This design comes from an exercise in tuning for small area on the open sky130 flow, not from production work.
RTL that was checked went through simulation tests only; none was proved equivalent to the original.
The RTL of run 2 was laid out without a check of its function.
Power and IR drop assume default switching activity.

[design/flow/design.v]
module top(y, x, c0, c1, c2, clk, rst);
input clk;
input rst;
input [7:0] x;
input [7:0] c0;
input [7:0] c1;
input [7:0] c2;
output [15:0] y;
reg [7:0] xd;
reg [7:0] c0d;
reg [15:0] s2q;
wire [7:0] xg;
wire [7:0] xdg;
wire rstn = ~rst;
and_cell ug0 (.a(x[0]), .b(rstn), .y(xg[0]));
and_cell ugd0 (.a(xd[0]), .b(rstn), .y(xdg[0]));
and_cell ug1 (.a(x[1]), .b(rstn), .y(xg[1]));
and_cell ugd1 (.a(xd[1]), .b(rstn), .y(xdg[1]));
and_cell ug2 (.a(x[2]), .b(rstn), .y(xg[2]));
and_cell ugd2 (.a(xd[2]), .b(rstn), .y(xdg[2]));
and_cell ug3 (.a(x[3]), .b(rstn), .y(xg[3]));
and_cell ugd3 (.a(xd[3]), .b(rstn), .y(xdg[3]));
and_cell ug4 (.a(x[4]), .b(rstn), .y(xg[4]));
and_cell ugd4 (.a(xd[4]), .b(rstn), .y(xdg[4]));
and_cell ug5 (.a(x[5]), .b(rstn), .y(xg[5]));
and_cell ugd5 (.a(xd[5]), .b(rstn), .y(xdg[5]));
and_cell ug6 (.a(x[6]), .b(rstn), .y(xg[6]));
and_cell ugd6 (.a(xd[6]), .b(rstn), .y(xdg[6]));
and_cell ug7 (.a(x[7]), .b(rstn), .y(xg[7]));
and_cell ugd7 (.a(xd[7]), .b(rstn), .y(xdg[7]));
wire [15:0] s2n;
wire p1;
wire p2;
wire p3;
wire p4;
wire p5;
wire p6;
wire p7;
wire p8;
wire p9;
wire p10;
wire p11;
wire p12;
wire p13;
wire p14;
wire p15;
wire p16;
wire p17;
wire p18;
wire p19;
wire p20;
wire p21;
wire p22;
wire p23;
wire p24;
wire p25;
wire p26;
wire p27;
wire p28;
wire p29;
wire p30;
wire p31;
wire p32;
wire p33;
wire p34;
wire p35;
wire p36;
wire p37;
wire p38;
wire p39;
wire p40;
wire p41;
wire p42;
wire p43;
wire p44;
wire p45;
wire p46;
wire p47;
wire p48;
wire p49;
wire p50;
wire p51;
wire p52;
wire p53;
wire p54;
wire p55;
wire p56;
wire p57;
wire p58;
wire p59;
wire p60;
wire p61;
wire p62;
wire p63;
wire p64;
wire p65;
wire p66;
wire p67;
wire p68;
wire p69;
wire p70;
wire p71;
wire p72;
wire p73;
wire p74;
wire p75;
wire p76;
wire p77;
wire p78;
wire p79;
wire p80;
wire p81;
wire p82;
wire p83;
wire p84;
wire p85;
wire p86;
wire p87;
wire p88;
wire p89;
wire p90;
wire p91;
wire p92;
wire p93;
wire p94;
wire p95;
wire p96;
wire p97;
wire p98;
wire p99;
wire p100;
wire p101;
wire p102;
wire p103;
wire p104;
wire p105;
wire p106;
wire p107;
wire p108;
wire p109;
wire p110;
wire p111;
wire p112;
wire p113;
wire p114;
wire p115;
wire p116;
wire p117;
wire p118;
wire p119;
wire p120;
wire p121;
wire p122;
wire p123;
wire p124;
wire p125;
wire p126;
wire p127;
wire p128;
wire s129;
wire c130;
wire s131;
wire c132;
wire s133;
wire c134;
wire s135;
wire c136;
wire s137;
wire c138;
wire s139;
wire c140;
wire s141;
wire c142;
wire s143;
wire c144;
wire s145;
wire c146;
wire s147;
wire c148;
wire s149;
wire c150;
wire s151;
wire c152;
wire s153;
wire c154;
wire s155;
wire c156;
wire s157;
wire c158;
wire s159;
wire c160;
wire s161;
wire c162;
wire s163;
wire c164;
wire s165;
wire c166;
wire s167;
wire c168;
wire s169;
wire c170;
wire s171;
wire c172;
wire s173;
wire c174;
wire s175;
wire c176;
wire s177;
wire c178;
wire s179;
wire c180;
wire s181;
wire c182;
wire s183;
wire c184;
wire s185;
wire c186;
wire s187;
wire c188;
wire s189;
wire c190;
wire s191;
wire c192;
wire s193;
wire c194;
wire s195;
wire c196;
wire s197;
wire c198;
wire s199;
wire c200;
wire s201;
wire c202;
wire s203;
wire c204;
wire s205;
wire c206;
wire s207;
wire c208;
wire s209;
wire c210;
wire s211;
wire c212;
wire s213;
wire c214;
wire s215;
wire c216;
wire s217;
wire c218;
wire s219;
wire c220;
wire s221;
wire c222;
wire s223;
wire c224;
wire s225;
wire c226;
wire s227;
wire c228;
wire s229;
wire c230;
wire s231;
wire c232;
wire s233;
wire c234;
wire s235;
wire c236;
wire s237;
wire c238;
wire s239;
wire c240;
wire s241;
wire c242;
wire s243;
wire c244;
wire s245;
wire c246;
wire s247;
wire c248;
wire s249;
wire c250;
wire s251;
wire c252;
wire s253;
wire c254;
wire s255;
wire c256;
wire s257;
wire c258;
wire s259;
wire c260;
wire s261;
wire c262;
wire s263;
wire c264;
wire s265;
wire c266;
wire s267;
wire c268;
wire n269;
wire n270;
wire s271;
wire c272;
wire s273;
wire c274;
wire s275;
wire c276;
wire s277;
wire c278;
wire s279;
wire c280;
wire s281;
wire c282;
wire s283;
wire c284;
wire s285;
wire c286;
wire s287;
wire c288;
wire s289;
wire c290;
wire s291;
wire c292;
wire s293;
wire c294;
wire s295;
wire c296;
wire n297;
wire s298;
wire c299;
wire s300;
wire c301;
wire s302;
wire c303;
wire s304;
wire c305;
wire s306;
wire c307;
wire s308;
wire c309;
wire s310;
wire c311;
wire s312;
wire c313;
wire s314;
wire c315;
wire s316;
wire c317;
wire s318;
wire c319;
wire s320;
wire c321;
wire s322;
wire c323;
wire s324;
wire c325;
wire s326;
wire c327;
wire s328;
wire c329;
wire s330;
wire c331;
wire s332;
wire c333;
wire s334;
wire c335;
wire s336;
wire c337;
wire s338;
wire c339;
wire s340;
wire c341;
wire s342;
wire c343;
wire s344;
wire c345;
wire s346;
wire c347;
wire s348;
wire c349;
wire s350;
wire c351;
wire s352;
wire c353;
wire s354;
wire c355;
wire s356;
wire c357;
wire s358;
wire c359;
wire s360;
wire c361;
wire s362;
wire c363;
wire s364;
wire c365;
wire s366;
wire c367;
wire s368;
wire c369;
wire x370;
wire x371;
wire p372;
wire p373;
wire p374;
wire p375;
wire p376;
wire p377;
wire p378;
wire p379;
wire p380;
wire p381;
wire p382;
wire p383;
wire p384;
wire p385;
wire p386;
wire p387;
wire p388;
wire p389;
wire p390;
wire p391;
wire p392;
wire p393;
wire p394;
wire p395;
wire p396;
wire p397;
wire p398;
wire p399;
wire p400;
wire p401;
wire p402;
wire p403;
wire p404;
wire p405;
wire p406;
wire p407;
wire p408;
wire p409;
wire p410;
wire p411;
wire p412;
wire p413;
wire p414;
wire p415;
wire p416;
wire p417;
wire p418;
wire p419;
wire p420;
wire p421;
wire p422;
wire p423;
wire p424;
wire p425;
wire p426;
wire p427;
wire p428;
wire p429;
wire p430;
wire p431;
wire p432;
wire p433;
wire p434;
wire p435;
wire s436;
wire c437;
wire n438;
wire s439;
wire c440;
wire s441;
wire c442;
wire n443;
wire s444;
wire c445;
wire s446;
wire c447;
wire n448;
wire n449;
wire s450;
wire c451;
wire s452;
wire c453;
wire s454;
wire c455;
wire s456;
wire c457;
wire n458;
wire s459;
wire c460;
wire s461;
wire c462;
wire s463;
wire c464;
wire s465;
wire c466;
wire s467;
wire c468;
wire n469;
wire s470;
wire c471;
wire s472;
wire c473;
wire s474;
wire c475;
wire s476;
wire c477;
wire s478;
wire c479;
wire s480;
wire c481;
wire n482;
wire s483;
wire c484;
wire s485;
wire c486;
wire s487;
wire c488;
wire s489;
wire c490;
wire s491;
wire c492;
wire s493;
wire c494;
wire s495;
wire c496;
wire n497;
wire s498;
wire c499;
wire s500;
wire c501;
wire s502;
wire c503;
wire s504;
wire c505;
wire s506;
wire c507;
wire s508;
wire c509;
wire s510;
wire c511;
wire s512;
wire c513;
wire n514;
wire s515;
wire c516;
wire s517;
wire c518;
wire s519;
wire c520;
wire s521;
wire c522;
wire s523;
wire c524;
wire s525;
wire c526;
wire n527;
wire s528;
wire c529;
wire s530;
wire c531;
wire n532;
wire s533;
wire c534;
wire s535;
wire c536;
wire s537;
wire c538;
wire s539;
wire c540;
wire s541;
wire c542;
wire s543;
wire c544;
wire s545;
wire c546;
wire n547;
wire s548;
wire c549;
wire n550;
wire s551;
wire c552;
wire s553;
wire c554;
wire s555;
wire c556;
wire s557;
wire c558;
wire s559;
wire c560;
wire n561;
wire n562;
wire s563;
wire c564;
wire s565;
wire c566;
wire s567;
wire c568;
wire s569;
wire c570;
wire s571;
wire c572;
wire n573;
wire s574;
wire c575;
wire s576;
wire c577;
wire s578;
wire c579;
wire s580;
wire c581;
wire s582;
wire c583;
wire s584;
wire c585;
wire s586;
wire c587;
wire s588;
wire c589;
wire s590;
wire c591;
wire s592;
wire c593;
wire x594;
wire x595;
wire [5:0] t596;
wire y597;
wire y598;
wire y599;
wire y600;
wire y601;
wire y602;
nand_cell u1 (.a(xdg[0]), .b(c0d[0]), .y(p1));
nand_cell u2 (.a(xdg[0]), .b(c0d[1]), .y(p2));
nand_cell u3 (.a(xdg[0]), .b(c0d[2]), .y(p3));
nand_cell u4 (.a(xdg[0]), .b(c0d[3]), .y(p4));
nand_cell u5 (.a(xdg[0]), .b(c0d[4]), .y(p5));
nand_cell u6 (.a(xdg[0]), .b(c0d[5]), .y(p6));
nand_cell u7 (.a(xdg[0]), .b(c0d[6]), .y(p7));
and_cell u8 (.a(xdg[0]), .b(c0d[7]), .y(p8));
nand_cell u9 (.a(xdg[1]), .b(c0d[0]), .y(p9));
nand_cell u10 (.a(xdg[1]), .b(c0d[1]), .y(p10));
nand_cell u11 (.a(xdg[1]), .b(c0d[2]), .y(p11));
nand_cell u12 (.a(xdg[1]), .b(c0d[3]), .y(p12));
nand_cell u13 (.a(xdg[1]), .b(c0d[4]), .y(p13));
nand_cell u14 (.a(xdg[1]), .b(c0d[5]), .y(p14));
nand_cell u15 (.a(xdg[1]), .b(c0d[6]), .y(p15));
and_cell u16 (.a(xdg[1]), .b(c0d[7]), .y(p16));
nand_cell u17 (.a(xdg[2]), .b(c0d[0]), .y(p17));
nand_cell u18 (.a(xdg[2]), .b(c0d[1]), .y(p18));
nand_cell u19 (.a(xdg[2]), .b(c0d[2]), .y(p19));
nand_cell u20 (.a(xdg[2]), .b(c0d[3]), .y(p20));
nand_cell u21 (.a(xdg[2]), .b(c0d[4]), .y(p21));
nand_cell u22 (.a(xdg[2]), .b(c0d[5]), .y(p22));
nand_cell u23 (.a(xdg[2]), .b(c0d[6]), .y(p23));
and_cell u24 (.a(xdg[2]), .b(c0d[7]), .y(p24));
nand_cell u25 (.a(xdg[3]), .b(c0d[0]), .y(p25));
nand_cell u26 (.a(xdg[3]), .b(c0d[1]), .y(p26));
nand_cell u27 (.a(xdg[3]), .b(c0d[2]), .y(p27));
nand_cell u28 (.a(xdg[3]), .b(c0d[3]), .y(p28));
nand_cell u29 (.a(xdg[3]), .b(c0d[4]), .y(p29));
nand_cell u30 (.a(xdg[3]), .b(c0d[5]), .y(p30));
nand_cell u31 (.a(xdg[3]), .b(c0d[6]), .y(p31));
and_cell u32 (.a(xdg[3]), .b(c0d[7]), .y(p32));
nand_cell u33 (.a(xdg[4]), .b(c0d[0]), .y(p33));
nand_cell u34 (.a(xdg[4]), .b(c0d[1]), .y(p34));
nand_cell u35 (.a(xdg[4]), .b(c0d[2]), .y(p35));
nand_cell u36 (.a(xdg[4]), .b(c0d[3]), .y(p36));
nand_cell u37 (.a(xdg[4]), .b(c0d[4]), .y(p37));
nand_cell u38 (.a(xdg[4]), .b(c0d[5]), .y(p38));
nand_cell u39 (.a(xdg[4]), .b(c0d[6]), .y(p39));
and_cell u40 (.a(xdg[4]), .b(c0d[7]), .y(p40));
nand_cell u41 (.a(xdg[5]), .b(c0d[0]), .y(p41));
nand_cell u42 (.a(xdg[5]), .b(c0d[1]), .y(p42));
nand_cell u43 (.a(xdg[5]), .b(c0d[2]), .y(p43));
nand_cell u44 (.a(xdg[5]), .b(c0d[3]), .y(p44));
nand_cell u45 (.a(xdg[5]), .b(c0d[4]), .y(p45));
nand_cell u46 (.a(xdg[5]), .b(c0d[5]), .y(p46));
nand_cell u47 (.a(xdg[5]), .b(c0d[6]), .y(p47));
and_cell u48 (.a(xdg[5]), .b(c0d[7]), .y(p48));
nand_cell u49 (.a(xdg[6]), .b(c0d[0]), .y(p49));
nand_cell u50 (.a(xdg[6]), .b(c0d[1]), .y(p50));
nand_cell u51 (.a(xdg[6]), .b(c0d[2]), .y(p51));
nand_cell u52 (.a(xdg[6]), .b(c0d[3]), .y(p52));
nand_cell u53 (.a(xdg[6]), .b(c0d[4]), .y(p53));
nand_cell u54 (.a(xdg[6]), .b(c0d[5]), .y(p54));
nand_cell u55 (.a(xdg[6]), .b(c0d[6]), .y(p55));
and_cell u56 (.a(xdg[6]), .b(c0d[7]), .y(p56));
and_cell u57 (.a(xdg[7]), .b(c0d[0]), .y(p57));
and_cell u58 (.a(xdg[7]), .b(c0d[1]), .y(p58));
and_cell u59 (.a(xdg[7]), .b(c0d[2]), .y(p59));
and_cell u60 (.a(xdg[7]), .b(c0d[3]), .y(p60));
and_cell u61 (.a(xdg[7]), .b(c0d[4]), .y(p61));
and_cell u62 (.a(xdg[7]), .b(c0d[5]), .y(p62));
and_cell u63 (.a(xdg[7]), .b(c0d[6]), .y(p63));
nand_cell u64 (.a(xdg[7]), .b(c0d[7]), .y(p64));
nand_cell u65 (.a(xg[0]), .b(c1[0]), .y(p65));
nand_cell u66 (.a(xg[0]), .b(c1[1]), .y(p66));
nand_cell u67 (.a(xg[0]), .b(c1[2]), .y(p67));
nand_cell u68 (.a(xg[0]), .b(c1[3]), .y(p68));
nand_cell u69 (.a(xg[0]), .b(c1[4]), .y(p69));
nand_cell u70 (.a(xg[0]), .b(c1[5]), .y(p70));
nand_cell u71 (.a(xg[0]), .b(c1[6]), .y(p71));
and_cell u72 (.a(xg[0]), .b(c1[7]), .y(p72));
nand_cell u73 (.a(xg[1]), .b(c1[0]), .y(p73));
nand_cell u74 (.a(xg[1]), .b(c1[1]), .y(p74));
nand_cell u75 (.a(xg[1]), .b(c1[2]), .y(p75));
nand_cell u76 (.a(xg[1]), .b(c1[3]), .y(p76));
nand_cell u77 (.a(xg[1]), .b(c1[4]), .y(p77));
nand_cell u78 (.a(xg[1]), .b(c1[5]), .y(p78));
nand_cell u79 (.a(xg[1]), .b(c1[6]), .y(p79));
and_cell u80 (.a(xg[1]), .b(c1[7]), .y(p80));
nand_cell u81 (.a(xg[2]), .b(c1[0]), .y(p81));
nand_cell u82 (.a(xg[2]), .b(c1[1]), .y(p82));
nand_cell u83 (.a(xg[2]), .b(c1[2]), .y(p83));
nand_cell u84 (.a(xg[2]), .b(c1[3]), .y(p84));
nand_cell u85 (.a(xg[2]), .b(c1[4]), .y(p85));
nand_cell u86 (.a(xg[2]), .b(c1[5]), .y(p86));
nand_cell u87 (.a(xg[2]), .b(c1[6]), .y(p87));
and_cell u88 (.a(xg[2]), .b(c1[7]), .y(p88));
nand_cell u89 (.a(xg[3]), .b(c1[0]), .y(p89));
nand_cell u90 (.a(xg[3]), .b(c1[1]), .y(p90));
nand_cell u91 (.a(xg[3]), .b(c1[2]), .y(p91));
nand_cell u92 (.a(xg[3]), .b(c1[3]), .y(p92));
nand_cell u93 (.a(xg[3]), .b(c1[4]), .y(p93));
nand_cell u94 (.a(xg[3]), .b(c1[5]), .y(p94));
nand_cell u95 (.a(xg[3]), .b(c1[6]), .y(p95));
and_cell u96 (.a(xg[3]), .b(c1[7]), .y(p96));
nand_cell u97 (.a(xg[4]), .b(c1[0]), .y(p97));
nand_cell u98 (.a(xg[4]), .b(c1[1]), .y(p98));
nand_cell u99 (.a(xg[4]), .b(c1[2]), .y(p99));
nand_cell u100 (.a(xg[4]), .b(c1[3]), .y(p100));
nand_cell u101 (.a(xg[4]), .b(c1[4]), .y(p101));
nand_cell u102 (.a(xg[4]), .b(c1[5]), .y(p102));
nand_cell u103 (.a(xg[4]), .b(c1[6]), .y(p103));
and_cell u104 (.a(xg[4]), .b(c1[7]), .y(p104));
nand_cell u105 (.a(xg[5]), .b(c1[0]), .y(p105));
nand_cell u106 (.a(xg[5]), .b(c1[1]), .y(p106));
nand_cell u107 (.a(xg[5]), .b(c1[2]), .y(p107));
nand_cell u108 (.a(xg[5]), .b(c1[3]), .y(p108));
nand_cell u109 (.a(xg[5]), .b(c1[4]), .y(p109));
nand_cell u110 (.a(xg[5]), .b(c1[5]), .y(p110));
nand_cell u111 (.a(xg[5]), .b(c1[6]), .y(p111));
and_cell u112 (.a(xg[5]), .b(c1[7]), .y(p112));
nand_cell u113 (.a(xg[6]), .b(c1[0]), .y(p113));
nand_cell u114 (.a(xg[6]), .b(c1[1]), .y(p114));
nand_cell u115 (.a(xg[6]), .b(c1[2]), .y(p115));
nand_cell u116 (.a(xg[6]), .b(c1[3]), .y(p116));
nand_cell u117 (.a(xg[6]), .b(c1[4]), .y(p117));
nand_cell u118 (.a(xg[6]), .b(c1[5]), .y(p118));
nand_cell u119 (.a(xg[6]), .b(c1[6]), .y(p119));
and_cell u120 (.a(xg[6]), .b(c1[7]), .y(p120));
and_cell u121 (.a(xg[7]), .b(c1[0]), .y(p121));
and_cell u122 (.a(xg[7]), .b(c1[1]), .y(p122));
and_cell u123 (.a(xg[7]), .b(c1[2]), .y(p123));
and_cell u124 (.a(xg[7]), .b(c1[3]), .y(p124));
and_cell u125 (.a(xg[7]), .b(c1[4]), .y(p125));
and_cell u126 (.a(xg[7]), .b(c1[5]), .y(p126));
and_cell u127 (.a(xg[7]), .b(c1[6]), .y(p127));
nand_cell u128 (.a(xg[7]), .b(c1[7]), .y(p128));
ha_cell u130 (.a(p1), .b(p65), .s(s129), .co(c130));
fa_cell u132 (.a(p2), .b(p9), .c(p66), .s(s131), .co(c132));
fa_cell u134 (.a(p73), .b(c130), .c(s131), .s(s133), .co(c134));
ha_cell u136 (.a(p3), .b(p10), .s(s135), .co(c136));
fa_cell u138 (.a(p17), .b(p67), .c(p74), .s(s137), .co(c138));
fa_cell u140 (.a(p81), .b(s135), .c(c132), .s(s139), .co(c140));
fa_cell u142 (.a(s137), .b(c134), .c(s139), .s(s141), .co(c142));
ha_cell u144 (.a(p4), .b(p11), .s(s143), .co(c144));
fa_cell u146 (.a(p18), .b(p25), .c(p68), .s(s145), .co(c146));
fa_cell u148 (.a(p75), .b(p82), .c(p89), .s(s147), .co(c148));
fa_cell u150 (.a(c136), .b(s143), .c(c138), .s(s149), .co(c150));
fa_cell u152 (.a(s145), .b(s147), .c(c140), .s(s151), .co(c152));
fa_cell u154 (.a(s149), .b(s151), .c(c142), .s(s153), .co(c154));
ha_cell u156 (.a(p5), .b(p12), .s(s155), .co(c156));
fa_cell u158 (.a(p19), .b(p26), .c(p33), .s(s157), .co(c158));
fa_cell u160 (.a(p69), .b(p76), .c(p83), .s(s159), .co(c160));
fa_cell u162 (.a(p90), .b(p97), .c(c144), .s(s161), .co(c162));
fa_cell u164 (.a(s155), .b(c146), .c(c148), .s(s163), .co(c164));
fa_cell u166 (.a(s157), .b(s159), .c(s161), .s(s165), .co(c166));
fa_cell u168 (.a(c150), .b(s163), .c(s165), .s(s167), .co(c168));
fa_cell u170 (.a(c152), .b(s167), .c(c154), .s(s169), .co(c170));
ha_cell u172 (.a(p6), .b(p13), .s(s171), .co(c172));
fa_cell u174 (.a(p20), .b(p27), .c(p34), .s(s173), .co(c174));
fa_cell u176 (.a(p41), .b(p70), .c(p77), .s(s175), .co(c176));
fa_cell u178 (.a(p84), .b(p91), .c(p98), .s(s177), .co(c178));
fa_cell u180 (.a(p105), .b(c156), .c(s171), .s(s179), .co(c180));
fa_cell u182 (.a(c158), .b(c160), .c(s173), .s(s181), .co(c182));
fa_cell u184 (.a(s175), .b(s177), .c(c162), .s(s183), .co(c184));
fa_cell u186 (.a(s179), .b(c164), .c(s181), .s(s185), .co(c186));
fa_cell u188 (.a(c166), .b(s183), .c(s185), .s(s187), .co(c188));
fa_cell u190 (.a(c168), .b(s187), .c(c170), .s(s189), .co(c190));
ha_cell u192 (.a(p7), .b(p14), .s(s191), .co(c192));
fa_cell u194 (.a(p21), .b(p28), .c(p35), .s(s193), .co(c194));
fa_cell u196 (.a(p42), .b(p49), .c(p71), .s(s195), .co(c196));
fa_cell u198 (.a(p78), .b(p85), .c(p92), .s(s197), .co(c198));
fa_cell u200 (.a(p99), .b(p106), .c(p113), .s(s199), .co(c200));
fa_cell u202 (.a(c172), .b(s191), .c(c174), .s(s201), .co(c202));
fa_cell u204 (.a(c176), .b(c178), .c(s193), .s(s203), .co(c204));
fa_cell u206 (.a(s195), .b(s197), .c(s199), .s(s205), .co(c206));
fa_cell u208 (.a(c180), .b(c182), .c(s201), .s(s207), .co(c208));
fa_cell u210 (.a(s203), .b(s205), .c(c184), .s(s209), .co(c210));
fa_cell u212 (.a(c186), .b(s207), .c(s209), .s(s211), .co(c212));
fa_cell u214 (.a(c188), .b(s211), .c(c190), .s(s213), .co(c214));
ha_cell u216 (.a(p8), .b(p15), .s(s215), .co(c216));
fa_cell u218 (.a(p22), .b(p29), .c(p36), .s(s217), .co(c218));
fa_cell u220 (.a(p43), .b(p50), .c(p57), .s(s219), .co(c220));
fa_cell u222 (.a(p72), .b(p79), .c(p86), .s(s221), .co(c222));
fa_cell u224 (.a(p93), .b(p100), .c(p107), .s(s223), .co(c224));
fa_cell u226 (.a(p114), .b(p121), .c(c192), .s(s225), .co(c226));
fa_cell u228 (.a(s215), .b(c194), .c(c196), .s(s227), .co(c228));
fa_cell u230 (.a(c198), .b(c200), .c(s217), .s(s229), .co(c230));
fa_cell u232 (.a(s219), .b(s221), .c(s223), .s(s231), .co(c232));
fa_cell u234 (.a(s225), .b(c202), .c(c204), .s(s233), .co(c234));
fa_cell u236 (.a(s227), .b(c206), .c(s229), .s(s235), .co(c236));
fa_cell u238 (.a(s231), .b(c208), .c(s233), .s(s237), .co(c238));
fa_cell u240 (.a(s235), .b(c210), .c(s237), .s(s239), .co(c240));
fa_cell u242 (.a(c212), .b(s239), .c(c214), .s(s241), .co(c242));
fa_cell u244 (.a(p16), .b(p23), .c(p30), .s(s243), .co(c244));
fa_cell u246 (.a(p37), .b(p44), .c(p51), .s(s245), .co(c246));
fa_cell u248 (.a(p58), .b(p80), .c(p87), .s(s247), .co(c248));
fa_cell u250 (.a(p94), .b(p101), .c(p108), .s(s249), .co(c250));
fa_cell u252 (.a(p115), .b(p122), .c(c216), .s(s251), .co(c252));
fa_cell u254 (.a(c218), .b(c220), .c(c222), .s(s253), .co(c254));
fa_cell u256 (.a(c224), .b(s243), .c(s245), .s(s255), .co(c256));
fa_cell u258 (.a(s247), .b(s249), .c(c226), .s(s257), .co(c258));
fa_cell u260 (.a(s251), .b(c228), .c(c230), .s(s259), .co(c260));
fa_cell u262 (.a(s253), .b(c232), .c(s255), .s(s261), .co(c262));
fa_cell u264 (.a(s257), .b(c234), .c(c236), .s(s263), .co(c264));
fa_cell u266 (.a(s259), .b(s261), .c(c238), .s(s265), .co(c266));
fa_cell u268 (.a(s263), .b(c240), .c(s265), .s(s267), .co(c268));
assign n269 = ~s267;
assign n270 = ~c242;
ha_cell u272 (.a(n269), .b(n270), .s(s271), .co(c272));
ha_cell u274 (.a(p24), .b(p31), .s(s273), .co(c274));
fa_cell u276 (.a(p38), .b(p45), .c(p52), .s(s275), .co(c276));
fa_cell u278 (.a(p59), .b(p88), .c(p95), .s(s277), .co(c278));
fa_cell u280 (.a(p102), .b(p109), .c(p116), .s(s279), .co(c280));
fa_cell u282 (.a(p123), .b(s273), .c(c244), .s(s281), .co(c282));
fa_cell u284 (.a(c246), .b(c248), .c(c250), .s(s283), .co(c284));
fa_cell u286 (.a(s275), .b(s277), .c(s279), .s(s285), .co(c286));
fa_cell u288 (.a(c252), .b(c254), .c(s281), .s(s287), .co(c288));
fa_cell u290 (.a(s283), .b(c256), .c(s285), .s(s289), .co(c290));
fa_cell u292 (.a(c258), .b(c260), .c(c262), .s(s291), .co(c292));
fa_cell u294 (.a(s287), .b(s289), .c(c264), .s(s293), .co(c294));
fa_cell u296 (.a(s291), .b(c266), .c(s293), .s(s295), .co(c296));
assign n297 = ~c272;
fa_cell u299 (.a(c268), .b(s295), .c(n297), .s(s298), .co(c299));
fa_cell u301 (.a(p32), .b(p39), .c(p46), .s(s300), .co(c301));
fa_cell u303 (.a(p53), .b(p60), .c(p96), .s(s302), .co(c303));
fa_cell u305 (.a(p103), .b(p110), .c(p117), .s(s304), .co(c305));
fa_cell u307 (.a(p124), .b(c274), .c(c276), .s(s306), .co(c307));
fa_cell u309 (.a(c278), .b(c280), .c(s300), .s(s308), .co(c309));
fa_cell u311 (.a(s302), .b(s304), .c(c282), .s(s310), .co(c311));
fa_cell u313 (.a(c284), .b(s306), .c(c286), .s(s312), .co(c313));
fa_cell u315 (.a(s308), .b(s310), .c(c288), .s(s314), .co(c315));
fa_cell u317 (.a(c290), .b(s312), .c(c292), .s(s316), .co(c317));
fa_cell u319 (.a(s314), .b(c294), .c(s316), .s(s318), .co(c319));
fa_cell u321 (.a(c296), .b(s318), .c(c299), .s(s320), .co(c321));
fa_cell u323 (.a(p40), .b(p47), .c(p54), .s(s322), .co(c323));
fa_cell u325 (.a(p61), .b(p104), .c(p111), .s(s324), .co(c325));
fa_cell u327 (.a(p118), .b(p125), .c(c301), .s(s326), .co(c327));
fa_cell u329 (.a(c303), .b(c305), .c(s322), .s(s328), .co(c329));
fa_cell u331 (.a(s324), .b(c307), .c(c309), .s(s330), .co(c331));
fa_cell u333 (.a(s326), .b(s328), .c(c311), .s(s332), .co(c333));
fa_cell u335 (.a(c313), .b(s330), .c(s332), .s(s334), .co(c335));
fa_cell u337 (.a(c315), .b(c317), .c(s334), .s(s336), .co(c337));
fa_cell u339 (.a(c319), .b(s336), .c(c321), .s(s338), .co(c339));
fa_cell u341 (.a(p48), .b(p55), .c(p62), .s(s340), .co(c341));
fa_cell u343 (.a(p112), .b(p119), .c(p126), .s(s342), .co(c343));
fa_cell u345 (.a(c323), .b(c325), .c(s340), .s(s344), .co(c345));
fa_cell u347 (.a(s342), .b(c327), .c(c329), .s(s346), .co(c347));
fa_cell u349 (.a(s344), .b(c331), .c(s346), .s(s348), .co(c349));
fa_cell u351 (.a(c333), .b(s348), .c(c335), .s(s350), .co(c351));
fa_cell u353 (.a(s350), .b(c337), .c(c339), .s(s352), .co(c353));
fa_cell u355 (.a(p56), .b(p63), .c(p120), .s(s354), .co(c355));
fa_cell u357 (.a(p127), .b(c341), .c(c343), .s(s356), .co(c357));
fa_cell u359 (.a(s354), .b(c345), .c(s356), .s(s358), .co(c359));
fa_cell u361 (.a(c347), .b(s358), .c(c349), .s(s360), .co(c361));
fa_cell u363 (.a(s360), .b(c351), .c(c353), .s(s362), .co(c363));
fa_cell u365 (.a(p64), .b(p128), .c(c355), .s(s364), .co(c365));
fa_cell u367 (.a(c357), .b(s364), .c(c359), .s(s366), .co(c367));
fa_cell u369 (.a(s366), .b(c361), .c(c363), .s(s368), .co(c369));
assign x370 = c365 ^ c367;
assign x371 = x370 ^ c369;
nand_cell u372 (.a(x[0]), .b(c2[0]), .y(p372));
nand_cell u373 (.a(x[0]), .b(c2[1]), .y(p373));
nand_cell u374 (.a(x[0]), .b(c2[2]), .y(p374));
nand_cell u375 (.a(x[0]), .b(c2[3]), .y(p375));
nand_cell u376 (.a(x[0]), .b(c2[4]), .y(p376));
nand_cell u377 (.a(x[0]), .b(c2[5]), .y(p377));
nand_cell u378 (.a(x[0]), .b(c2[6]), .y(p378));
and_cell u379 (.a(x[0]), .b(c2[7]), .y(p379));
nand_cell u380 (.a(x[1]), .b(c2[0]), .y(p380));
nand_cell u381 (.a(x[1]), .b(c2[1]), .y(p381));
nand_cell u382 (.a(x[1]), .b(c2[2]), .y(p382));
nand_cell u383 (.a(x[1]), .b(c2[3]), .y(p383));
nand_cell u384 (.a(x[1]), .b(c2[4]), .y(p384));
nand_cell u385 (.a(x[1]), .b(c2[5]), .y(p385));
nand_cell u386 (.a(x[1]), .b(c2[6]), .y(p386));
and_cell u387 (.a(x[1]), .b(c2[7]), .y(p387));
nand_cell u388 (.a(x[2]), .b(c2[0]), .y(p388));
nand_cell u389 (.a(x[2]), .b(c2[1]), .y(p389));
nand_cell u390 (.a(x[2]), .b(c2[2]), .y(p390));
nand_cell u391 (.a(x[2]), .b(c2[3]), .y(p391));
nand_cell u392 (.a(x[2]), .b(c2[4]), .y(p392));
nand_cell u393 (.a(x[2]), .b(c2[5]), .y(p393));
nand_cell u394 (.a(x[2]), .b(c2[6]), .y(p394));
and_cell u395 (.a(x[2]), .b(c2[7]), .y(p395));
nand_cell u396 (.a(x[3]), .b(c2[0]), .y(p396));
nand_cell u397 (.a(x[3]), .b(c2[1]), .y(p397));
nand_cell u398 (.a(x[3]), .b(c2[2]), .y(p398));
nand_cell u399 (.a(x[3]), .b(c2[3]), .y(p399));
nand_cell u400 (.a(x[3]), .b(c2[4]), .y(p400));
nand_cell u401 (.a(x[3]), .b(c2[5]), .y(p401));
nand_cell u402 (.a(x[3]), .b(c2[6]), .y(p402));
and_cell u403 (.a(x[3]), .b(c2[7]), .y(p403));
nand_cell u404 (.a(x[4]), .b(c2[0]), .y(p404));
nand_cell u405 (.a(x[4]), .b(c2[1]), .y(p405));
nand_cell u406 (.a(x[4]), .b(c2[2]), .y(p406));
nand_cell u407 (.a(x[4]), .b(c2[3]), .y(p407));
nand_cell u408 (.a(x[4]), .b(c2[4]), .y(p408));
nand_cell u409 (.a(x[4]), .b(c2[5]), .y(p409));
nand_cell u410 (.a(x[4]), .b(c2[6]), .y(p410));
and_cell u411 (.a(x[4]), .b(c2[7]), .y(p411));
nand_cell u412 (.a(x[5]), .b(c2[0]), .y(p412));
nand_cell u413 (.a(x[5]), .b(c2[1]), .y(p413));
nand_cell u414 (.a(x[5]), .b(c2[2]), .y(p414));
nand_cell u415 (.a(x[5]), .b(c2[3]), .y(p415));
nand_cell u416 (.a(x[5]), .b(c2[4]), .y(p416));
nand_cell u417 (.a(x[5]), .b(c2[5]), .y(p417));
nand_cell u418 (.a(x[5]), .b(c2[6]), .y(p418));
and_cell u419 (.a(x[5]), .b(c2[7]), .y(p419));
nand_cell u420 (.a(x[6]), .b(c2[0]), .y(p420));
nand_cell u421 (.a(x[6]), .b(c2[1]), .y(p421));
nand_cell u422 (.a(x[6]), .b(c2[2]), .y(p422));
nand_cell u423 (.a(x[6]), .b(c2[3]), .y(p423));
nand_cell u424 (.a(x[6]), .b(c2[4]), .y(p424));
nand_cell u425 (.a(x[6]), .b(c2[5]), .y(p425));
nand_cell u426 (.a(x[6]), .b(c2[6]), .y(p426));
and_cell u427 (.a(x[6]), .b(c2[7]), .y(p427));
and_cell u428 (.a(x[7]), .b(c2[0]), .y(p428));
and_cell u429 (.a(x[7]), .b(c2[1]), .y(p429));
and_cell u430 (.a(x[7]), .b(c2[2]), .y(p430));
and_cell u431 (.a(x[7]), .b(c2[3]), .y(p431));
and_cell u432 (.a(x[7]), .b(c2[4]), .y(p432));
and_cell u433 (.a(x[7]), .b(c2[5]), .y(p433));
and_cell u434 (.a(x[7]), .b(c2[6]), .y(p434));
nand_cell u435 (.a(x[7]), .b(c2[7]), .y(p435));
ha_cell u437 (.a(s2q[0]), .b(p372), .s(s436), .co(c437));
assign n438 = ~s436;
ha_cell u440 (.a(s2q[1]), .b(p373), .s(s439), .co(c440));
fa_cell u442 (.a(p380), .b(c437), .c(s439), .s(s441), .co(c442));
assign n443 = ~s441;
fa_cell u445 (.a(s2q[2]), .b(p374), .c(p381), .s(s444), .co(c445));
fa_cell u447 (.a(p388), .b(c440), .c(s444), .s(s446), .co(c447));
assign n448 = ~c442;
assign n449 = ~s446;
ha_cell u451 (.a(n448), .b(n449), .s(s450), .co(c451));
fa_cell u453 (.a(s2q[3]), .b(p375), .c(p382), .s(s452), .co(c453));
fa_cell u455 (.a(p389), .b(p396), .c(c445), .s(s454), .co(c455));
fa_cell u457 (.a(s452), .b(c447), .c(s454), .s(s456), .co(c457));
assign n458 = ~s456;
ha_cell u460 (.a(c451), .b(n458), .s(s459), .co(c460));
fa_cell u462 (.a(s2q[4]), .b(p376), .c(p383), .s(s461), .co(c462));
fa_cell u464 (.a(p390), .b(p397), .c(p404), .s(s463), .co(c464));
fa_cell u466 (.a(c453), .b(s461), .c(s463), .s(s465), .co(c466));
fa_cell u468 (.a(c455), .b(s465), .c(c457), .s(s467), .co(c468));
assign n469 = ~s467;
ha_cell u471 (.a(c460), .b(n469), .s(s470), .co(c471));
fa_cell u473 (.a(s2q[5]), .b(p377), .c(p384), .s(s472), .co(c473));
fa_cell u475 (.a(p391), .b(p398), .c(p405), .s(s474), .co(c475));
fa_cell u477 (.a(p412), .b(c462), .c(c464), .s(s476), .co(c477));
fa_cell u479 (.a(s472), .b(s474), .c(s476), .s(s478), .co(c479));
fa_cell u481 (.a(c466), .b(s478), .c(c468), .s(s480), .co(c481));
assign n482 = ~s480;
ha_cell u484 (.a(c471), .b(n482), .s(s483), .co(c484));
fa_cell u486 (.a(s2q[6]), .b(p378), .c(p385), .s(s485), .co(c486));
fa_cell u488 (.a(p392), .b(p399), .c(p406), .s(s487), .co(c488));
fa_cell u490 (.a(p413), .b(p420), .c(c473), .s(s489), .co(c490));
fa_cell u492 (.a(c475), .b(s485), .c(s487), .s(s491), .co(c492));
fa_cell u494 (.a(c477), .b(s489), .c(s491), .s(s493), .co(c494));
fa_cell u496 (.a(c479), .b(s493), .c(c481), .s(s495), .co(c496));
assign n497 = ~s495;
ha_cell u499 (.a(c484), .b(n497), .s(s498), .co(c499));
fa_cell u501 (.a(s2q[7]), .b(p379), .c(p386), .s(s500), .co(c501));
fa_cell u503 (.a(p393), .b(p400), .c(p407), .s(s502), .co(c503));
fa_cell u505 (.a(p414), .b(p421), .c(p428), .s(s504), .co(c505));
fa_cell u507 (.a(c486), .b(c488), .c(s500), .s(s506), .co(c507));
fa_cell u509 (.a(s502), .b(s504), .c(c490), .s(s508), .co(c509));
fa_cell u511 (.a(c492), .b(s506), .c(s508), .s(s510), .co(c511));
fa_cell u513 (.a(c494), .b(s510), .c(c496), .s(s512), .co(c513));
assign n514 = ~s512;
ha_cell u516 (.a(c499), .b(n514), .s(s515), .co(c516));
fa_cell u518 (.a(p387), .b(p394), .c(p401), .s(s517), .co(c518));
fa_cell u520 (.a(p408), .b(p415), .c(p422), .s(s519), .co(c520));
fa_cell u522 (.a(p429), .b(c501), .c(c503), .s(s521), .co(c522));
fa_cell u524 (.a(c505), .b(s517), .c(s519), .s(s523), .co(c524));
fa_cell u526 (.a(c507), .b(s521), .c(s523), .s(s525), .co(c526));
assign n527 = ~s2q[8];
fa_cell u529 (.a(n527), .b(c509), .c(s525), .s(s528), .co(c529));
fa_cell u531 (.a(c511), .b(s528), .c(c513), .s(s530), .co(c531));
assign n532 = ~s530;
ha_cell u534 (.a(c516), .b(n532), .s(s533), .co(c534));
fa_cell u536 (.a(s2q[9]), .b(p395), .c(p402), .s(s535), .co(c536));
fa_cell u538 (.a(p409), .b(p416), .c(p423), .s(s537), .co(c538));
fa_cell u540 (.a(p430), .b(c518), .c(c520), .s(s539), .co(c540));
fa_cell u542 (.a(s535), .b(s537), .c(c522), .s(s541), .co(c542));
fa_cell u544 (.a(s539), .b(c524), .c(s541), .s(s543), .co(c544));
fa_cell u546 (.a(c526), .b(s543), .c(c529), .s(s545), .co(c546));
assign n547 = ~c534;
fa_cell u549 (.a(s545), .b(c531), .c(n547), .s(s548), .co(c549));
assign n550 = ~s548;
fa_cell u552 (.a(s2q[10]), .b(p403), .c(p410), .s(s551), .co(c552));
fa_cell u554 (.a(p417), .b(p424), .c(p431), .s(s553), .co(c554));
fa_cell u556 (.a(c536), .b(c538), .c(s551), .s(s555), .co(c556));
fa_cell u558 (.a(s553), .b(c540), .c(s555), .s(s557), .co(c558));
fa_cell u560 (.a(c542), .b(s557), .c(c544), .s(s559), .co(c560));
assign n561 = ~s559;
assign n562 = ~c546;
ha_cell u564 (.a(n561), .b(n562), .s(s563), .co(c564));
fa_cell u566 (.a(s2q[11]), .b(p411), .c(p418), .s(s565), .co(c566));
fa_cell u568 (.a(p425), .b(p432), .c(c552), .s(s567), .co(c568));
fa_cell u570 (.a(c554), .b(s565), .c(c556), .s(s569), .co(c570));
fa_cell u572 (.a(s567), .b(c558), .c(s569), .s(s571), .co(c572));
assign n573 = ~c564;
fa_cell u575 (.a(s571), .b(c560), .c(n573), .s(s574), .co(c575));
fa_cell u577 (.a(s2q[12]), .b(p419), .c(p426), .s(s576), .co(c577));
fa_cell u579 (.a(p433), .b(c566), .c(s576), .s(s578), .co(c579));
fa_cell u581 (.a(c568), .b(s578), .c(c570), .s(s580), .co(c581));
fa_cell u583 (.a(s580), .b(c572), .c(c575), .s(s582), .co(c583));
fa_cell u585 (.a(s2q[13]), .b(p427), .c(p434), .s(s584), .co(c585));
fa_cell u587 (.a(c577), .b(s584), .c(c579), .s(s586), .co(c587));
fa_cell u589 (.a(s586), .b(c581), .c(c583), .s(s588), .co(c589));
fa_cell u591 (.a(s2q[14]), .b(p435), .c(c585), .s(s590), .co(c591));
fa_cell u593 (.a(s590), .b(c587), .c(c589), .s(s592), .co(c593));
assign x594 = s2q[15] ^ c591;
assign x595 = x594 ^ c593;
inc_and6 u596 (.a({~s592, ~s588, ~s582, ~s574, s563, ~c549}), .t(t596));
assign y597 = s563 ^ t596[0];
assign y598 = ~(s574 ^ t596[1]);
assign y599 = ~(s582 ^ t596[2]);
assign y600 = ~(s588 ^ t596[3]);
assign y601 = ~(s592 ^ t596[4]);
assign y602 = x595 ^ t596[5];
assign y[0] = n438;
assign s2n[0] = s129;
assign y[1] = n443;
assign s2n[1] = s133;
assign y[2] = s450;
assign s2n[2] = s141;
assign y[3] = s459;
assign s2n[3] = s153;
assign y[4] = s470;
assign s2n[4] = s169;
assign y[5] = s483;
assign s2n[5] = s189;
assign y[6] = s498;
assign s2n[6] = s213;
assign y[7] = s515;
assign s2n[7] = s241;
assign y[8] = s533;
assign s2n[8] = s271;
assign y[9] = n550;
assign s2n[9] = s298;
assign y[10] = y597;
assign s2n[10] = s320;
assign y[11] = y598;
assign s2n[11] = s338;
assign y[12] = y599;
assign s2n[12] = s352;
assign y[13] = y600;
assign s2n[13] = s362;
assign y[14] = y601;
assign s2n[14] = s368;
assign y[15] = y602;
assign s2n[15] = x371;
always @(posedge clk) begin
  xd <= xg;
  c0d <= c0;
  s2q <= s2n;
end
endmodule
module fa_cell(input a, input b, input c, output s, output co);
assign s = a ^ b ^ c;
assign co = (a & b) | (a & c) | (b & c);
endmodule
module ha_cell(input a, input b, output s, output co);
assign s = a ^ b;
assign co = a & b;
endmodule
module inc_and6(input [5:0] a, output [5:0] t);
genvar i;
assign t[0] = a[0];
generate for (i = 1; i < 6; i = i + 1) begin : g
  assign t[i] = &a[i:0];
end endgenerate
endmodule
module nand_cell(input a, input b, output y);
assign y = ~(a & b);
endmodule
module and_cell(input a, input b, output y);
assign y = a & b;
endmodule
module gate_cell(input a, input r, output y);
assign y = a & ~r;
endmodule
[design/flow/flow/run.sh]
#!/bin/bash
set -euo pipefail
export BUFFER_PORTS_ARGS="-buffer_cell sky130_fd_sc_hd__buf_1"
export CTS_ARGS="-buf_list sky130_fd_sc_hd__clkbuf_8 -sink_clustering_enable -sink_clustering_size 32 -sink_clustering_max_diameter 500 -dont_use_dummy_load -repair_clock_nets"
bash standard.sh > standard.log 2>&1
[design/flow/standard.sh]
#!/bin/bash
# synth_recipe.tcl (not shown) runs the flow's synth.tcl, then flattens the netlist and writes it again
# the make line also repeats each setting of config.mk as NAME=value (left out here)
make -C /OpenROAD-flow-scripts/flow DESIGN_CONFIG=/design/flow/config.mk WORK_HOME=/design/flow/orfs CLKGATE_MAP_FILE= SYNTH_SCRIPT=/design/flow/synth_recipe.tcl "${@:-finish}"
[design/flow/config.mk]
export PLATFORM = sky130hd
export DESIGN_NAME = top
export DESIGN_NICKNAME = top
export VERILOG_FILES = /design/flow/design.v
export SDC_FILE = /design/flow/constraint.sdc
export NUM_CORES = 4
export LEC_CHECK = 0
export CAP_MARGIN = 20
export CORE_MARGIN = 2
export CORE_UTILIZATION = 40
export CTS_BUF_LIST = sky130_fd_sc_hd__clkbuf_8
export SLEW_MARGIN = 20
export SYNTH_HIERARCHICAL = 1
export SYNTH_MINIMUM_KEEP_SIZE = 0
[design/flow/constraint.sdc]
create_clock -name core_clock -period 10.0 [get_ports {clk}]
set_input_delay 2.0000 -clock core_clock [delete_from_list [all_inputs] [get_ports {clk}]]
set_output_delay 2.0000 -clock core_clock [all_outputs]
set_load 0.01 [all_outputs]
==> results.yml, run 1 <==
outcome:
  status: "no timing/DRC/antenna violations"
setup_path:
  critPathKind: "input port to primary output"
  start_kind: "input port"
  cp_data_arrival_time_ps: 7340
  cp_data_required_time_ps: 8000
  crit_fanout: 9
  critPathCaptureType: "primary output"
timing:
  setup_violations: 0
  period_share_pct: 93.4
  setup_tns_ps: 0
  relSlewSlack_pct: 63.8
  drv_slew: 0
  hold_violations: 0
  skew_ps: 10.4
  rsz0062_at_grt: "no"
  worstMarginPinSlew_ps: 543
  post-route-min-period_ps: 9340
  max_freq_ghz: 0.107
min_path:
  min-delay-path-class: "flip-flop to flip-flop"
logic_synthesis:
  synth_cell_types: 14
  yosys.area.top_type: "fa_1"
  yosysSeqAreaShare_pct: 11.5
  synth_top_area_share_pct: 61.3
  ys_seq_elements: 32
  ys_top_cells_by_area: "fa_1 (61%), dfxtp_1 (11%), nand2_1 (10%)"
  synth_nets: 714
  netlist_area_mm2: 0.00558
  syn_avg_cell_area_um2: 11.4
  yosys_warnings: 7
  syn_inst: 490
flow_run:
  maxCapViolCount: 0
global_route:
  grt_pass1_wl_um: 20700
  grt_max_degree: 17
  gr-total-overflow: 0
  track_usage_pct: 18.5
  grt_pass1_vias: 4252
  antenna_found_initial: 0
layout:
  regArea_um2: 641
  diodes: 0
  synthToLayoutAreaGrowth_pct: 6.55
  fin_nets: 755
  mostFrequentLayoutCells: "fa_1 (171), nand2_1 (151), and2_1 (58)"
  fill_cells: 1366
  multiInputGateArea_mm2: 0.00472
  layout_commonest_cell: "fa_1"
  drive_gt1_share_pct: 1.70
power_and_ir_drop:
  combPwrFrac_pct: 84.5
  internal_power_uw: 910
  pwr-share-clk_pct: 4.7
  netSwitchingFraction_pct: 50.2
  vdd_drop_max_mv: 0.289
  p_total_mw: 1.83
  netSwitchingPower_uw: 919
  power_density_mw_per_mm2: 308
  seq_power_share_pct: 10.8
  p_leak_nw: 2.09
clock_tree:
  post-cts-setup-buffer-count: 0
  cts_resized: 0
  h-tree-depth: 2
  cts_tree: "built"
  clkTransAtPathRegs_ps: 60
  cts_made_buffers: 5
  worstSkewPairLatency_ps: 280
  cts.sinks: 32
  cts_root_buffer: "clkbuf_8"
  cts-hold-fix-buffers: 0
  clockBufferDepth: 2
die:
  placement_rows: 43
  die_x_um: 122
  core_region_area_mm2: 0.0138
  die_y_um: 122
  io_pins: 50
  die_area_mm2: 0.0149
  start_util_pct: 40.5
route:
  wl_per_cell_um: 17.7
  routed_wl_um: 12500
  vias: 3596
  first_pass_iters: 4
  first_iter_violations: 164
  viasPerCell: 5.07
  ant_nets: 0
  remaining_drc_errors: 0
placed_design:
  port_buffers: 49
  place_congestion: 0.912
  hpwlAfterDp_um: 10400
-- Yosys stat by module (local to each module, per instance) --
module	times used	area [µm²]	flip-flops and latches
fa_cell	171	20.0	0
inc_and6	1	51.3	0
top	1	942	32
nand_cell	150	3.75	0
ha_cell	19	12.5	0
and_cell	58	6.26	0
-- metal layers --
layer	vias to the layer above	wire (µm)	GRT usage, %
met5	-	0	0
met1	1893	4750	23.0
met3	29	706	3.28
li1	1533	-	-
met4	0	352	5.82
met2	141	6710	33.0
-- synthesized netlist by cell type --
| master | n |
|---|---|
| nand2_1 | 151 |
| nor2_1 | 2 |
| dfxtp_1 | 32 |
| xnor2_1 | 8 |
| buf_4 | 17 |
| xor2_1 | 2 |
| and3_1 | 1 |
| and3_2 | 1 |
| fa_1 | 171 |
| and2_1 | 58 |
| and2_4 | 1 |
| inv_1 | 25 |
| nand3_1 | 2 |
| ha_1 | 19 |
-- worst paths after layout --
kind	depth (start not counted)	endpoint	slack, ps	start
max	20	y[15]	660	x[6]
min	2	s2q[0]	730	c0d[0]
max reg2reg	21	s2q[15]	2960	xd[1]
min reg2reg	2	s2q[0]	730	c0d[0]
-- sequential cells by signal (all words and copies together), names as in the netlist --
signal  count
c0d         8
s2q        16
xd          8
-- through the flow --
step | util [%] | cells | worst slack (ps) | hold slack, ps | instance area [µm²]
after floorplan | - | 490 | 1190 | 551 | 5580
after global placement | 42.7 | 704 | 715 | 693 | 5880
after detailed placement | 42.7 | 704 | 608 | 691 | 5880
after CTS | 43.2 | 709 | 607 | 715 | 5950
after global routing | 43.2 | 709 | 386 | 747 | 5950
final | 43.2 | 709 | 662 | 725 | 5950
-- logic make-up (layout without fill, tap and decap cells) --
logic type / count (synthesis) / in the layout / share of synthesized area (%)
and+or+nand+nor: 216 / 216 / 17.4
adders and majority gates: 190 / 190 / 65.6
DFF: 32 / 32 / 11.5
buffers and inverters: 42 / 81 / 3.97
xor gates and xnor gates: 10 / 10 / 1.57
-- power groups by stage --
stage	combinational (mW)	sequential, mW	clock [mW]
2_1_floorplan	1.53	0.193	0
3_3_place_gp	1.56	0.201	0
3_5_place_dp	1.60	0.201	0
4_1_cts	1.60	0.198	0.0910
5_1_grt	1.81	0.202	0.0980
6_report	1.55	0.197	0.0867
-- layout make-up --
type	count	area share (%)
clock buffers	5	1.16
inverters	25	1.58
multi-input cells	416	79.4
flip-flops and latches	32	10.8
well taps	180	3.79
repair buffers	51	3.35
-- worst max-delay path, cell delays in order --
cell and delay [ps]:
buf_1 360, nand2_1 160, fa_1 440, fa_1 580, fa_1 430, fa_1 390, fa_1 380, inv_1 60
ha_1 130, inv_1 40, fa_1 370, fa_1 390, fa_1 390, fa_1 480, inv_1 70, nand3_1 70
nor2_1 110, xor2_1 190, xnor2_1 130, buf_1 160
==> inputs of run 2 (changes only) <==
--- a/design/flow/design.v
+++ b/design/flow/design.v
@@ -589,18 +589,18 @@
 wire c558;
 wire s559;
 wire c560;
-wire n561;
-wire n562;
-wire s563;
-wire c564;
-wire s565;
-wire c566;
-wire s567;
-wire c568;
-wire s569;
-wire c570;
-wire s571;
-wire c572;
+wire s561;
+wire c562;
+wire n563;
+wire s564;
+wire c565;
+wire s566;
+wire c567;
+wire s568;
+wire c569;
+wire s570;
+wire c571;
+wire n572;
 wire n573;
 wire s574;
 wire c575;
@@ -610,22 +610,22 @@
 wire c579;
 wire s580;
 wire c581;
-wire s582;
-wire c583;
-wire s584;
-wire c585;
-wire s586;
-wire c587;
-wire s588;
-wire c589;
-wire s590;
-wire c591;
-wire s592;
-wire c593;
-wire x594;
+wire n582;
+wire s583;
+wire c584;
+wire s585;
+wire c586;
+wire s587;
+wire c588;
+wire s589;
+wire c590;
+wire s591;
+wire c592;
+wire s593;
+wire c594;
 wire x595;
-wire [5:0] t596;
-wire y597;
+wire x596;
+wire [4:0] t597;
 wire y598;
 wire y599;
 wire y600;
@@ -1016,33 +1016,33 @@
 fa_cell u556 (.a(c536), .b(c538), .c(s551), .s(s555), .co(c556));
 fa_cell u558 (.a(s553), .b(c540), .c(s555), .s(s557), .co(c558));
 fa_cell u560 (.a(c542), .b(s557), .c(c544), .s(s559), .co(c560));
-assign n561 = ~s559;
-assign n562 = ~c546;
-ha_cell u564 (.a(n561), .b(n562), .s(s563), .co(c564));
-fa_cell u566 (.a(s2q[11]), .b(p411), .c(p418), .s(s565), .co(c566));
-fa_cell u568 (.a(p425), .b(p432), .c(c552), .s(s567), .co(c568));
-fa_cell u570 (.a(c554), .b(s565), .c(c556), .s(s569), .co(c570));
-fa_cell u572 (.a(s567), .b(c558), .c(s569), .s(s571), .co(c572));
-assign n573 = ~c564;
-fa_cell u575 (.a(s571), .b(c560), .c(n573), .s(s574), .co(c575));
+fa_cell u562 (.a(s559), .b(c546), .c(c549), .s(s561), .co(c562));
+assign n563 = ~s561;
+fa_cell u565 (.a(s2q[11]), .b(p411), .c(p418), .s(s564), .co(c565));
+fa_cell u567 (.a(p425), .b(p432), .c(c552), .s(s566), .co(c567));
+fa_cell u569 (.a(c554), .b(s564), .c(c556), .s(s568), .co(c569));
+fa_cell u571 (.a(s566), .b(c558), .c(s568), .s(s570), .co(c571));
+assign n572 = ~s570;
+assign n573 = ~c560;
+ha_cell u575 (.a(n572), .b(n573), .s(s574), .co(c575));
 fa_cell u577 (.a(s2q[12]), .b(p419), .c(p426), .s(s576), .co(c577));
-fa_cell u579 (.a(p433), .b(c566), .c(s576), .s(s578), .co(c579));
-fa_cell u581 (.a(c568), .b(s578), .c(c570), .s(s580), .co(c581));
-fa_cell u583 (.a(s580), .b(c572), .c(c575), .s(s582), .co(c583));
-fa_cell u585 (.a(s2q[13]), .b(p427), .c(p434), .s(s584), .co(c585));
-fa_cell u587 (.a(c577), .b(s584), .c(c579), .s(s586), .co(c587));
-fa_cell u589 (.a(s586), .b(c581), .c(c583), .s(s588), .co(c589));
-fa_cell u591 (.a(s2q[14]), .b(p435), .c(c585), .s(s590), .co(c591));
-fa_cell u593 (.a(s590), .b(c587), .c(c589), .s(s592), .co(c593));
-assign x594 = s2q[15] ^ c591;
-assign x595 = x594 ^ c593;
-inc_and6 u596 (.a({~s592, ~s588, ~s582, ~s574, s563, ~c549}), .t(t596));
-assign y597 = s563 ^ t596[0];
-assign y598 = ~(s574 ^ t596[1]);
-assign y599 = ~(s582 ^ t596[2]);
-assign y600 = ~(s588 ^ t596[3]);
-assign y601 = ~(s592 ^ t596[4]);
-assign y602 = x595 ^ t596[5];
+fa_cell u579 (.a(p433), .b(c565), .c(s576), .s(s578), .co(c579));
+fa_cell u581 (.a(c567), .b(s578), .c(c569), .s(s580), .co(c581));
+assign n582 = ~c575;
+fa_cell u584 (.a(s580), .b(c571), .c(n582), .s(s583), .co(c584));
+fa_cell u586 (.a(s2q[13]), .b(p427), .c(p434), .s(s585), .co(c586));
+fa_cell u588 (.a(c577), .b(s585), .c(c579), .s(s587), .co(c588));
+fa_cell u590 (.a(s587), .b(c581), .c(c584), .s(s589), .co(c590));
+fa_cell u592 (.a(s2q[14]), .b(p435), .c(c586), .s(s591), .co(c592));
+fa_cell u594 (.a(s591), .b(c588), .c(c590), .s(s593), .co(c594));
+assign x595 = s2q[15] ^ c592;
+assign x596 = x595 ^ c594;
+inc_and5 u597 (.a({~s593, ~s589, ~s583, s574, ~c562}), .t(t597));
+assign y598 = s574 ^ t597[0];
+assign y599 = ~(s583 ^ t597[1]);
+assign y600 = ~(s589 ^ t597[2]);
+assign y601 = ~(s593 ^ t597[3]);
+assign y602 = x596 ^ t597[4];
 assign y[0] = n438;
 assign s2n[0] = s129;
 assign y[1] = n443;
@@ -1063,7 +1063,7 @@
 assign s2n[8] = s271;
 assign y[9] = n550;
 assign s2n[9] = s298;
-assign y[10] = y597;
+assign y[10] = n563;
 assign s2n[10] = s320;
 assign y[11] = y598;
 assign s2n[11] = s338;
@@ -1089,10 +1089,10 @@
 assign s = a ^ b;
 assign co = a & b;
 endmodule
-module inc_and6(input [5:0] a, output [5:0] t);
+module inc_and5(input [4:0] a, output [4:0] t);
 genvar i;
 assign t[0] = a[0];
-generate for (i = 1; i < 6; i = i + 1) begin : g
+generate for (i = 1; i < 5; i = i + 1) begin : g
   assign t[i] = &a[i:0];
 end endgenerate
 endmodule
==> results.yml, run 2 <==
logic_synthesis:
  yosys_warnings: 7
  synth_nets: 709
  ys_seq_elements: 32
  synth_cell_types: 11
  synth_edf_count: 0
  post_synth_most_frequent_cells: "fa_1 (171), nand2_1 (150), and2_1 (60), dfxtp_1 (32), inv_1 (25)"
  netlist_area_mm2: 0.00556
  synth_top_area_share_pct: 61.6
  ys_top_cells_by_area: "fa_1 (62%), dfxtp_1 (12%), nand2_1 (10%)"
  synth-main-ff-cell: "dfxtp_1"
  yosysMostFrequentCell: "fa_1"
  async_flop_share_pct: 0
  syn_avg_cell_area_um2: 11.5
  yosys.area.top_type: "fa_1"
  yosysSeqAreaShare_pct: 11.5
  syn_inst: 485
route:
  routed_wl_um: 12400
  first_iter_violations: 175
  vias: 3548
  viasPerCell: 4.98
  first_pass_iters: 4
  ant_nets: 0
  wl_per_cell_um: 17.4
  remaining_drc_errors: 0
timing:
  hold_violations: 0
  relSlewSlack_pct: 63.7
  rsz0062_at_grt: "no"
  max_freq_ghz: 0.105
  skew_ps: 7.57
  setup_tns_ps: 0
  period_share_pct: 95.4
  drv_slew: 0
  post-route-min-period_ps: 9540
  worstMarginPinSlew_ps: 545
  hold-worst-slack_ps: 704
  setup_violations: 0
setup_path:
  critPathKind: "input port to primary output"
  slowest_stage: "fa_1"
  cp_data_arrival_time_ps: 7540
  cp_num_buf_inv: 5
  critPathCaptureType: "primary output"
  crit_chain: "buf_1 > nand2_1 > fa_1 > fa_1 > fa_1 > fa_1 > fa_1 > fa_1 > fa_1 > fa_1 > inv_1 > ha_1 > inv_1 > fa_1 > fa_1 > inv_1 > and4_1 > and2_1 > xor2_1 > xnor2_1 > buf_1"
  crit_fanout: 4
  cp_data_required_time_ps: 8000
  slowest_delay_ps: 490
  cp_common_cell: "fa_1"
  cp_top_family: "adder cells"
  start_kind: "input port"
layout:
  layout_commonest_cell: "fa_1"
  mostFrequentLayoutCells: "fa_1 (171), nand2_1 (150), and2_1 (60)"
  diodes: 0
  drive_gt1_share_pct: 2.82
  reg_top3: "s2q: 16 flops, c0d: 8 flops, xd: 8 flops"
  largest_register_ffs: 16
  post-route-cell-area_mm2: 0.00598
  regMostFlops: "s2q"
  fin_nets: 758
  final_util_pct: 43.6
  synthToLayoutAreaGrowth_pct: 7.66
die:
  die_y_um: 122
  die_x_um: 122
  start_util_pct: 40.5
  io_pins: 50
  die_area_mm2: 0.0148
  placement_rows: 43
  core_region_area_mm2: 0.0137
clock_tree:
  post-cts-setup-buffer-count: 0
  clockBufferDepth: 2
  h-tree-depth: 2
  clkTransAtPathRegs_ps: 70
  cts-hold-fix-buffers: 0
  worstSkewPairLatency_ps: 290
  cts.sinks: 32
  cts_root_buffer: "clkbuf_8"
  cts_tree: "built"
  cts_resized: 0
  cts_made_buffers: 5
min_path:
  min-delay-path-class: "flip-flop to flip-flop"
global_route:
  gr-total-overflow: 0
  grt_pass1_vias: 4333
  antenna_found_initial: 0
  track_usage_pct: 18.9
  grt_max_degree: 17
  grt_pass1_wl_um: 21000
outcome:
  status: "no timing/DRC/antenna violations"
power_and_ir_drop:
  vdd_drop_max_mv: 0.134
  p_total_mw: 1.76
  p_leak_nw: 2.11
  power_density_mw_per_mm2: 295
placed_design:
  place_congestion: 0.881
  port_buffers: 49
  hpwlAfterDp_um: 10500
  dpl-instance-area_mm2: 0.00591
flow_run:
  maxCapViolCount: 0
run 2: cell type report:
type                            count  area, µm²
Fill cell                        1314       7740
Multi-Input combinational cell    411       4690
Sequential cell                    32        641
Timing Repair Buffer               59        259
Tap cell                          180        225
Inverter                           25       93.8
Clock buffer                        5       68.8
run 2: cells by family after synthesis:
group / synth area share (%)
xor+xnor: 1.42
flops: 11.5
buf+inv: 3.99
simple gates: 17.2
fa+ha+maj: 65.9
run 2: power by group:
group          internal, mW  switching, mW  total [mW]  leakage, nW
Clock                0.0448         0.0451      0.0899       0.0359
Combinational         0.663          0.815        1.48         1.81
Sequential            0.174         0.0230       0.197        0.269
run 2: routing by layer:
layer  global-route usage (%)  vias to the layer above  wire length, µm  part of all wire (%)
li1                         -                     1530                -                     -
met1                     22.1                     1873             4600                    37
met2                     36.3                      123             6860                    55
met3                     2.57                       22              672                   5.4
met4                     4.67                        0              255                   2.1
met5                        0                        -                0                     0
run 2: worst paths after layout:
check | from | to | slack (ps) | cells past startpoint
setup reg to reg | xd[0] | s2q[15] | 2990 | 21
setup / recovery | x[0] | y[15] | 460 | 21
hold reg to reg | c0d[0] | s2q[0] | 700 | 2
hold / removal | c0d[0] | s2q[0] | 700 | 2
run 2: through the flow:
| step | worst slack (ps) | instances |
|---|---|---|
| 4_1_cts | 406 | 712 |
| 3_5_place_dp | 441 | 707 |
| 6_report | 463 | 712 |
| 3_3_place_gp | 552 | 707 |
| 2_1_floorplan | 946 | 485 |
| 5_1_grt | 165 | 712 |
run 2: per-module statistics from Yosys (local to each module, per instance):
module     times used  cells inside  area, µm²
and_cell           58             1       6.26
fa_cell           171             1       20.0
ha_cell            19             1       12.5
inc_and5            1             5       35.0
nand_cell         150             1       3.75
top                 1            82        933
run 2: worst register-to-register path, stage by stage, from the launching register on:
cell	delay [ps]
dfxtp_1	300
and2_1	330
nand2_1	140
fa_1	450
fa_1	390
fa_1	470
fa_1	430
fa_1	390
fa_1	390
fa_1	390
fa_1	380
inv_1	70
ha_1	130
inv_1	50
fa_1	380
fa_1	390
fa_1	380
fa_1	390
fa_1	390
fa_1	390
xnor2_1	170
xnor2_1	150

static timing again, ports no longer ideal:
The flow's constraints put no driver on any port. The routed layouts listed below were extracted and timed again, unchanged, in two steps. Step 1 sets driving cells, clkbuf_16 on the clock port and buf_2 on the other inputs (assumed; they add their load-dependent delay and slew). Step 2, shift: input delay + t, output delay - t, t = (earliest + latest rising clock arrival at the registers) / 2. This alone moves slack from input paths to output paths. a / b / c = ideal / step 1 / step 2; a / b = the first two.
run	shift t [ns]	slack for setup (ns)	worst setup path at the end	worst register clock-pin slew, ns	cell pins on the clock port's net
run 1	0.312	0.662 / 0.641 / 0.641	input to output	0.06 / 0.06	1
run 2	0.318	0.463 / 0.441 / 0.441	input to output	0.07 / 0.07	1
After both steps setup and hold are still met in every run listed. For run 2, which loses most, drivers alone change the setup slack by -0.022 ns; drivers and shift together by -0.022 ns.
